Background: an optimization exercise with open tools, aiming at small area. Do not read the settings as production practice. Only simulation tests tie the RTL to the original design; equivalence was not proved. No driver is modelled on the clock port, so clock power and skew are understated where the tree is cut down; a real chip needs a root buffer or a tree. Power and IR drop assume default switching activity.

==> inputs of xenon <==
==> flow/design.v (excerpt) <==
module uart_tx(
    input clock, reset, result, compute,
    input [2:0] imgID,
    input [9:0] accuracy,
    input [8:0] bbx1, bby1, bbx2, bby2,
    output tx, txComplete
);
localparam [3:0] CONV = 4'd5, IDLE = 4'd11, START = 4'd6, D0 = 4'd12, D1 = 4'd9, D2 = 4'd2, D3 = 4'd4,
    D4 = 4'd8, D5 = 4'd1, D6 = 4'd3, D7 = 4'd7, STOP = 4'd15, DONE = 4'd14;
localparam [4:0] R = 5;
localparam [4:0] K_ACC = 10, K_X1 = 29, K_Y1 = 17, K_X2 = 30, K_Y2 = 13, K_GO = 8;
localparam [4:0] C0 = 16, C1 = 1, C2 = 2, C3 = 5, C4 = 10, C5 = 21, C6 = 11,
    C7 = 23, C8 = 14, C9 = 29, C10 = 27, C11 = 22, C12 = 12, C13 = 24,
    C14 = 17, C15 = 3, C16 = 7, C17 = 15, C18 = 31, C19 = 30, C20 = 28,
    C21 = 25, C22 = 19, C23 = 6, C24 = 13, C25 = 26, C26 = 20;
reg txo;
reg [4:0] cc;
reg [3:0] sl;
reg [9:0] bc;       
reg [9:0] n;        
reg [3:0] d;        
reg [8:0] w1, w2, w3, w4;
localparam [9:0] BC_FULL = 10'd128, BC_HALF = 10'd224;
wire term = (bc[9:3] == 7'b1011110) & (bc[1:0] == 2'b01);
wire [9:0] bc_next = {bc[8:0], bc[9] ^ bc[6]};
wire isH = (cc == C5) | (cc == C10) | (cc == C14) | (cc == C18) | (cc == C22);
wire isT = (cc == C6) | (cc == C11) | (cc == C15) | (cc == C19) | (cc == C23);
wire isO = (cc == C8) | (cc == C12) | (cc == C16) | (cc == C20) | (cc == C24);
wire [9:0] cst = isH ? 10'd100 : 10'd10;
wire dig = isH | isT;
wire [10:0] diff = {1'b0, n} - {1'b0, cst};
wire ge = ~diff[10];
reg [7:0] msg;
always @* begin
    case (cc)
        C0, C25: msg = 8'h23;
        C1:      msg = {5'b00110, imgID};
        C3:      msg = {7'b0011000, result};
        C7:      msg = 8'h2e;
        C26:     msg = 8'h0a;
        C2, C4, C9, C13, C17, C21: msg = 8'h2d;
        C8, C12, C16, C20, C24: msg = {4'b0011, n[3:0]};
        default: msg = {4'b0011, d};
    endcase
end
reg bitval;
  ...
==> module uart_tx, before the edit <==
module uart_tx(
    input clock, reset, result, compute,
    input [2:0] imgID,
    input [9:0] accuracy,
    input [8:0] bbx1, bby1, bbx2, bby2,
    output tx, txComplete
);
localparam [3:0] CONV = 4'd5, IDLE = 4'd11, START = 4'd6, D0 = 4'd12, D1 = 4'd9, D2 = 4'd2, D3 = 4'd4,
    D4 = 4'd8, D5 = 4'd1, D6 = 4'd3, D7 = 4'd7, STOP = 4'd15, DONE = 4'd14;
localparam [4:0] R = 5;
localparam [4:0] K_ACC = 10, K_X1 = 29, K_Y1 = 17, K_X2 = 30, K_Y2 = 13, K_GO = 8;
localparam [4:0] C0 = 16, C1 = 1, C2 = 2, C3 = 5, C4 = 10, C5 = 21, C6 = 11,
    C7 = 23, C8 = 14, C9 = 29, C10 = 27, C11 = 22, C12 = 12, C13 = 24,
    C14 = 17, C15 = 3, C16 = 7, C17 = 15, C18 = 31, C19 = 30, C20 = 28,
    C21 = 25, C22 = 19, C23 = 6, C24 = 13, C25 = 26, C26 = 20;
reg txo;
reg [4:0] cc;
reg [3:0] sl;
reg [9:0] bc;       
reg [9:0] n;        
reg [3:0] d;        
reg [8:0] w1, w2, w3, w4;
localparam [9:0] BC_FULL = 10'd128, BC_HALF = 10'd224;
wire term = (bc[9:3] == 7'b1011110) & (bc[1:0] == 2'b01);
wire [9:0] bc_next = {bc[8:0], bc[9] ^ bc[6]};
wire isH = (cc == C5) | (cc == C10) | (cc == C14) | (cc == C18) | (cc == C22);
wire isT = (cc == C6) | (cc == C11) | (cc == C15) | (cc == C19) | (cc == C23);
wire isO = (cc == C8) | (cc == C12) | (cc == C16) | (cc == C20) | (cc == C24);
wire [9:0] cst = isH ? 10'd100 : 10'd10;
wire dig = isH | isT;
wire [10:0] diff = {1'b0, n} - {1'b0, cst};
wire ge = ~diff[10];
reg [7:0] msg;
always @* begin
    case (cc)
        C0, C25: msg = 8'h23;
        C1:      msg = {5'b00110, imgID};
        C3:      msg = {7'b0011000, result};
        C7:      msg = 8'h2e;
        C26:     msg = 8'h0a;
        C2, C4, C9, C13, C17, C21: msg = 8'h2d;
        C8, C12, C16, C20, C24: msg = {4'b0011, n[3:0]};
        default: msg = {4'b0011, d};
    endcase
end
reg bitval;
always @* begin
    case (sl)
        D0: bitval = msg[0];
        D1: bitval = msg[1];
        D2: bitval = msg[2];
        D3: bitval = msg[3];
        D4: bitval = msg[4];
        D5: bitval = msg[5];
        D6: bitval = msg[6];
        D7: bitval = msg[7];
        START: bitval = 1'b0;
        default: bitval = 1'b1;
    endcase
end
reg [8:0] wsel;
always @* begin
    case (cc)
        C8:  wsel = w1;
        C12: wsel = w2;
        C16: wsel = w3;
        default: wsel = w4;
    endcase
end
always @(posedge clock) begin
    if (reset) begin
        txo <= 1'b0; cc <= R; sl <= CONV; bc <= BC_HALF;
    end else if (sl == CONV) begin
        if (compute) begin
            cc <= {cc[3:0], cc[4] ^ cc[1]};
            if (cc == K_ACC) n  <= accuracy;
            if (cc == K_X1)  w1 <= bbx1;
            if (cc == K_Y1)  w2 <= bby1;
            if (cc == K_X2)  w3 <= bbx2;
            if (cc == K_Y2)  w4 <= bby2;
            if (cc == K_GO)  sl <= IDLE;
        end
    end else if (sl != DONE) begin
        if (term) begin
            if (sl == STOP) begin
                sl <= IDLE; cc <= {cc[3:0], cc[4] ^ cc[1]}; bc <= BC_HALF;
            end else begin
                sl <= {sl[2:0], sl[3] ^ sl[0]}; bc <= BC_FULL;
            end
            if (sl == D7 && cc == C26) sl <= DONE;
        end else begin
            bc <= bc_next;
            txo <= bitval;
        end
        if (sl == STOP) begin
            d <= 4'd0;
            if (isO) n <= {1'b0, wsel};
        end else if (sl == IDLE && dig && ge) begin
            n <= diff[9:0];
            d <= (d == 4'd9) ? 4'd0 : d + 4'd1;
        end
    end
end
assign tx = txo;
assign txComplete = (sl == DONE);
endmodule
Settings: LEC_CHECK=0, CAP_MARGIN=20, CORE_MARGIN=2, CORE_UTILIZATION=80, SLEW_MARGIN=20; clock period 10.0 ns.
standard.sh (not shown) runs the stock make flow with config.mk's settings and CLKGATE_MAP_FILE= SYNTH_SCRIPT=/design/flow/synth_recipe.tcl, a recipe that flattens the netlist after the stock synthesis.
==> flow/flow/run.sh <==
#!/bin/bash
# The standard layout (standard.sh) with these changes:
#  - synthesis maps the logic with an area-oriented ABC script (flow/area.abc,
#    which runs &deepsyn for up to 120 s),
#  - the port buffers are the smallest buffer, buf_1,
#  - the clock port drives four clkbuf_8 leaf buffers, one per quadrant of
#    the registers (flow/pre_cts.tcl), instead of TritonCTS's tree.
set -e
W=$PWD
export FLOW_DIR_OWN=$W/flow
export AREA_ABC_SCRIPT=$W/flow/area.abc
export BUFFER_PORTS_ARGS="-buffer_cell sky130_fd_sc_hd__buf_1"
export PRE_CTS_TCL=$W/flow/pre_cts.tcl
bash standard.sh SYNTH_SCRIPT=$W/flow/synth.tcl finish > $W/standard.log 2>&1
Other scripts of this flow, unchanged in this note and not shown: flow/flow/area.abc, flow/flow/leafbuf.tcl, flow/flow/pre_cts.tcl, flow/flow/synth.tcl
==> inputs of raven, as changes to xenon <==
--- a/flow/design.v
+++ b/flow/design.v
@@ -7,10 +7,9 @@
 );
-localparam [3:0] CONV = 4'd5, IDLE = 4'd11, START = 4'd6, D0 = 4'd12, D1 = 4'd9, D2 = 4'd2, D3 = 4'd4,
-    D4 = 4'd8, D5 = 4'd1, D6 = 4'd3, D7 = 4'd7, STOP = 4'd15, DONE = 4'd14;
-localparam [4:0] R = 5;
-localparam [4:0] K_ACC = 10, K_X1 = 29, K_Y1 = 17, K_X2 = 30, K_Y2 = 13, K_GO = 8;
-localparam [4:0] C0 = 16, C1 = 1, C2 = 2, C3 = 5, C4 = 10, C5 = 21, C6 = 11,
-    C7 = 23, C8 = 14, C9 = 29, C10 = 27, C11 = 22, C12 = 12, C13 = 24,
-    C14 = 17, C15 = 3, C16 = 7, C17 = 15, C18 = 31, C19 = 30, C20 = 28,
-    C21 = 25, C22 = 19, C23 = 6, C24 = 13, C25 = 26, C26 = 20;
+localparam CONV = 4'd5, DONE = 4'd4, IDLE = 4'd6, START = 4'd7, STOP = 4'd0;
+localparam [4:0] R = 30;
+localparam [4:0] K_ACC = 28, K_X1 = 13, K_Y1 = 26, K_X2 = 16, K_Y2 = 18, K_GO = 19;
+localparam [4:0] C0 = 7, C1 = 15, C2 = 31, C3 = 30, C4 = 28, C5 = 24, C6 = 17,
+    C7 = 3, C8 = 6, C9 = 13, C10 = 27, C11 = 23, C12 = 14, C13 = 29,
+    C14 = 26, C15 = 21, C16 = 10, C17 = 20, C18 = 8, C19 = 16, C20 = 1,
+    C21 = 2, C22 = 4, C23 = 9, C24 = 18, C25 = 5, C26 = 11;
 reg txo;
@@ -45,17 +44,3 @@
 end
-reg bitval;
-always @* begin
-    case (sl)
-        D0: bitval = msg[0];
-        D1: bitval = msg[1];
-        D2: bitval = msg[2];
-        D3: bitval = msg[3];
-        D4: bitval = msg[4];
-        D5: bitval = msg[5];
-        D6: bitval = msg[6];
-        D7: bitval = msg[7];
-        START: bitval = 1'b0;
-        default: bitval = 1'b1;
-    endcase
-end
+wire bitval = sl[3] ? msg[sl[2:0]] : (sl != START);
 reg [8:0] wsel;
@@ -74,3 +59,3 @@
         if (compute) begin
-            cc <= {cc[3:0], cc[4] ^ cc[1]};
+            cc <= {cc[3:0], cc[4] ^ cc[2]};
             if (cc == K_ACC) n  <= accuracy;
@@ -85,7 +70,7 @@
             if (sl == STOP) begin
-                sl <= IDLE; cc <= {cc[3:0], cc[4] ^ cc[1]}; bc <= BC_HALF;
+                sl <= IDLE; cc <= {cc[3:0], cc[4] ^ cc[2]}; bc <= BC_HALF;
             end else begin
-                sl <= {sl[2:0], sl[3] ^ sl[0]}; bc <= BC_FULL;
+                sl <= sl + 4'd1; bc <= BC_FULL;
             end
-            if (sl == D7 && cc == C26) sl <= DONE;
+            if (sl == 4'd15 && cc == C26) sl <= DONE;
         end else begin
Settings changed: CORE_UTILIZATION 80 to 75.
==> qor summary <==
item	raven	xenon
Outcome	finished clean	finished clean
Cell area after technology mapping	3270 um^2	3200 um^2
Comb_multi_in	211	210
P_leak	1.21 nW	1.18 nW
Critical path depth in cells	5	16
Floorplan core area	4090 um^2	3740 um^2
Share of synthesized cell area in and, or, nand and nor gates	0.158	0.166
Flop pwr share	0.680	0.641
Buffers and inverters on the worst path	1	0
Grt met1 use	0.458	0.584
Headroom to the max-slew limit	0.465	0.234
Hold_sp	bc[4]$_SDFFE_PP0P_	txo$_SDFFE_PP0P_
Number of fillers in the final layout	199	101
Wire length after detailed routing	8.78 mm	10.3 mm
Share of the final layout cell area in sequential cells	0.525	0.536
Pre-Repair DR Iteration Count	5	8
In every run of this note, the design's own scripts or RTL, not TritonCTS, make the clock network.

what the ideal ports hide:
How much do the figures lean on ideal ports? The routed layouts below were timed once more, with nothing changed but the port constraints. Step 1, drivers: a clkbuf_16 drives clock and a buf_2 each remaining input, both assumed. Step 2 adds t to the input delays and takes it off the output delays; t is the mean of the earliest and latest rising clock arrival at the registers after step 1. Input paths then give back, and output paths get back, about the clock's delay inside the block. Slacks: no drivers / after step 1 / after step 2; pairs: no drivers / after step 1.
run | t (ns) | setup WS [ns] | worst hold slack (ns) | worst data-port slew with drivers (ns) | cell pins on the clock port's net
xenon | 0.219 | 4.261 / 4.261 / 4.261 | 0.522 / 0.522 / 0.522 | 0.05 | 4
raven | 0.216 | 5.994 / 6.028 / 5.811 | 0.460 / 0.460 / 0.460 | 0.06 | 4
After both steps every run listed still meets setup and hold. The setup slack of raven, which loses most, moves by +0.034 ns with the drivers and by -0.183 ns with both steps.
